This design comes from an exercise in tuning for small area, a short achievable clock period and few clock cycles per item on the open sky130 flow, not from production work.
Only simulation tests tie the RTL to the original design; equivalence was not proved.

==> harbor: inputs <==
Design LASER, start of the top module:
module LASER (
    input CLK,
    input RST,
    input [3:0] X,
    input [3:0] Y,
    output [3:0] C1X,
    output [3:0] C1Y,
    output [3:0] C2X,
    output [3:0] C2Y,
    output DONE);
reg rd;             
reg rdq;            
reg [5:0] cnt;      
reg iss;            
reg prf;            
reg [3:0] cy;       
reg [1:0] ipass;    
reg [1:0] rpass;    
reg chk;            
reg [3:0] sx, sy;   
reg done;
reg v1, p1, l1, v2, l2, v3, l3, v4, l4;
reg [3:0] y1, y2, y3, y4;
reg [3:0] ox, oy;   
reg [3:0] bx, by;   
reg [5:0] bc;       
wire fin = v4 & l4;  
reg [3:0] c1x, c1y, c2x, c2y;   
assign DONE = done;
assign C1X = c1x;
assign C1Y = c1y;
assign C2X = c2x;
assign C2Y = c2y;
function automatic covd;
    input [3:0] dx, dy;
    covd = (dx <= 4 && dy == 0) || (dx <= 3 && (dy == 1 || dy == 2)) ||
           (dx <= 2 && dy == 3) || (dx == 0 && dy == 4);
endfunction
reg [4*40-1:0] PX, PY;
  ...
clock: 8.0 ns
lec_check: 0
cap_margin: 20
core_margin: 2
core_utilization: 40
setup_slack_margin: 5.0
slew_margin: 20
run.sh (not shown) runs the stock make flow with config.mk's settings and CLKGATE_MAP_FILE= SYNTH_SCRIPT=/design/flow/synth_recipe.tcl, a recipe that flattens the netlist after the stock synthesis.
==> inputs of pepper, as changes to harbor <==
CORE_UTILIZATION = 65   (was 40)
==> inputs of lagoon, as changes to harbor <==
--- a/flow/design.v
+++ b/flow/design.v
@@ -2605,22 +2605,20 @@
     if (spg | (fin & (rpass != 2'd3))) begin
         ox <= nbx;
         oy <= nby;
     end
     if (spg) begin
         sx <= nbx;
         sy <= nby;
     end
-    if (fin & (rpass == 2'd3)) begin
-        c1x <= ox;
-        c1y <= oy;
-        c2x <= nbx;
-        c2y <= nby;
-    end
+    c1x <= ox;
+    c1y <= oy;
+    c2x <= nbx;
+    c2y <= nby;
 end
 always @(posedge CLK or posedge RST) begin
     if (RST) begin
         rd <= 1'b1;
         rdq <= 1'b0;
         cnt <= 6'd0;
         iss <= 1'b0;
         prf <= 1'b0;
ABC_AREA = 1   (was unset)
GPL_ROUTABILITY_DRIVEN = 0   (was unset)
==> inputs of garnet, as changes to harbor <==
--- a/flow/design.v
+++ b/flow/design.v
@@ -2605,22 +2605,20 @@
     if (spg | (fin & (rpass != 2'd3))) begin
         ox <= nbx;
         oy <= nby;
     end
     if (spg) begin
         sx <= nbx;
         sy <= nby;
     end
-    if (fin & (rpass == 2'd3)) begin
-        c1x <= ox;
-        c1y <= oy;
-        c2x <= nbx;
-        c2y <= nby;
-    end
+    c1x <= ox;
+    c1y <= oy;
+    c2x <= nbx;
+    c2y <= nby;
 end
 always @(posedge CLK or posedge RST) begin
     if (RST) begin
         rd <= 1'b1;
         rdq <= 1'b0;
         cnt <= 6'd0;
         iss <= 1'b0;
         prf <= 1'b0;
==> flow_summary.yaml <==
status:
  status: "complete, no violations"
global_routing:
  antenna_found_initial: 18
  grt_usage: 0.272
  grtUsageMet1: 0.345
worst_setup_path:
  crit_buf_inv: 3
  r2r_end: "PA[25]"
timing:
  fin_crit_sh: 0.379
drt:
  route.vias.total: 61288
synth:
  synth_most_common_cell: "nand2_1"
final_layout:
  layout_commonest_cell: "nand2_1"
placed_design:
  place_ws_ps: 4620
min_path:
  hold_start: "PY[19]"
The numbers above come from lagoon.

==> flow_summary.yaml <==
status:
  status: "complete, no violations"
final_layout:
  layout_commonest_cell: "inv_1"
  seq_share: 0.251
placed_design:
  place_ws_ps: 4100
  dp_hpwl_um: 228000
drt:
  route.vias.total: 68953
global_routing:
  antenna_found_initial: 28
  grtUsageMet1: 0.419
min_path:
  hold_start: "y3[2]"
timing:
  fin_crit_sh: 0.374
The numbers above come from harbor.

==> flow_summary.yaml <==
final_layout:
  layout_commonest_cell: "inv_1"
min_path:
  hold_start: "y3[0]"
global_routing:
  antenna_found_initial: 25
  grtUsageMet1: 0.613
status:
  status: "complete, no violations"
worst_setup_path:
  crit_buf_inv: 1
  r2r_end: "gi3[0]"
synth:
  synth_most_common_cell: "dfxtp_1"
drt:
  route.vias.total: 71474
timing:
  fin_crit_sh: 0.409
The numbers above come from pepper.

==> flow_summary.yaml <==
synth:
  synth_most_common_cell: "dfxtp_1"
status:
  status: "complete, no violations"
timing:
  fin_crit_sh: 0.390
worst_setup_path:
  r2r_end: "PA[23]"
  crit_buf_inv: 2
global_routing:
  grtUsageMet1: 0.419
  grt_usage: 0.319
  antenna_found_initial: 34
placed_design:
  place_ws_ps: 4230
final_layout:
  layout_commonest_cell: "inv_1"
min_path:
  hold_start: "PY[114]"
The numbers above come from garnet.

Testbench counts of harbor, summed over its fixed seeds: cycles 4,670, items 48.
Testbench counts of pepper, summed over its fixed seeds: cycles 4,670, items 48.
Testbench counts of lagoon, summed over its fixed seeds: cycles 4,670, items 48.
Testbench counts of garnet, summed over its fixed seeds: cycles 4,670, items 48.

[what the ideal ports hide]
In the flow no input, the clock included, has a driving cell. The finished layouts below were timed again as built, in two steps.
Step 1, drivers: a clkbuf_16 drives CLK and a buf_2 each remaining input, both assumed.
Step 2 moves the port delays by t, midway between the first and last clock arrival at a register: inputs arrive t later, outputs are due t later. That takes back most of the time a late clock gives input paths.
a / b / c = ideal / step 1 / step 2; a / b = the first two.
run	t (ns)	setup slack, ns	worst data-port slew with drivers (ns)	pins driven straight from the clock port
harbor	0.859	5.008 / 4.995 / 5.008	0.05	1
pepper	0.827	4.732 / 4.732 / 4.732	0.03	1
lagoon	0.835	4.971 / 4.969 / 4.971	0.03	1
garnet	0.852	4.880 / 4.880 / 4.880	0.06	1
After both steps setup and hold are still met in every run listed.
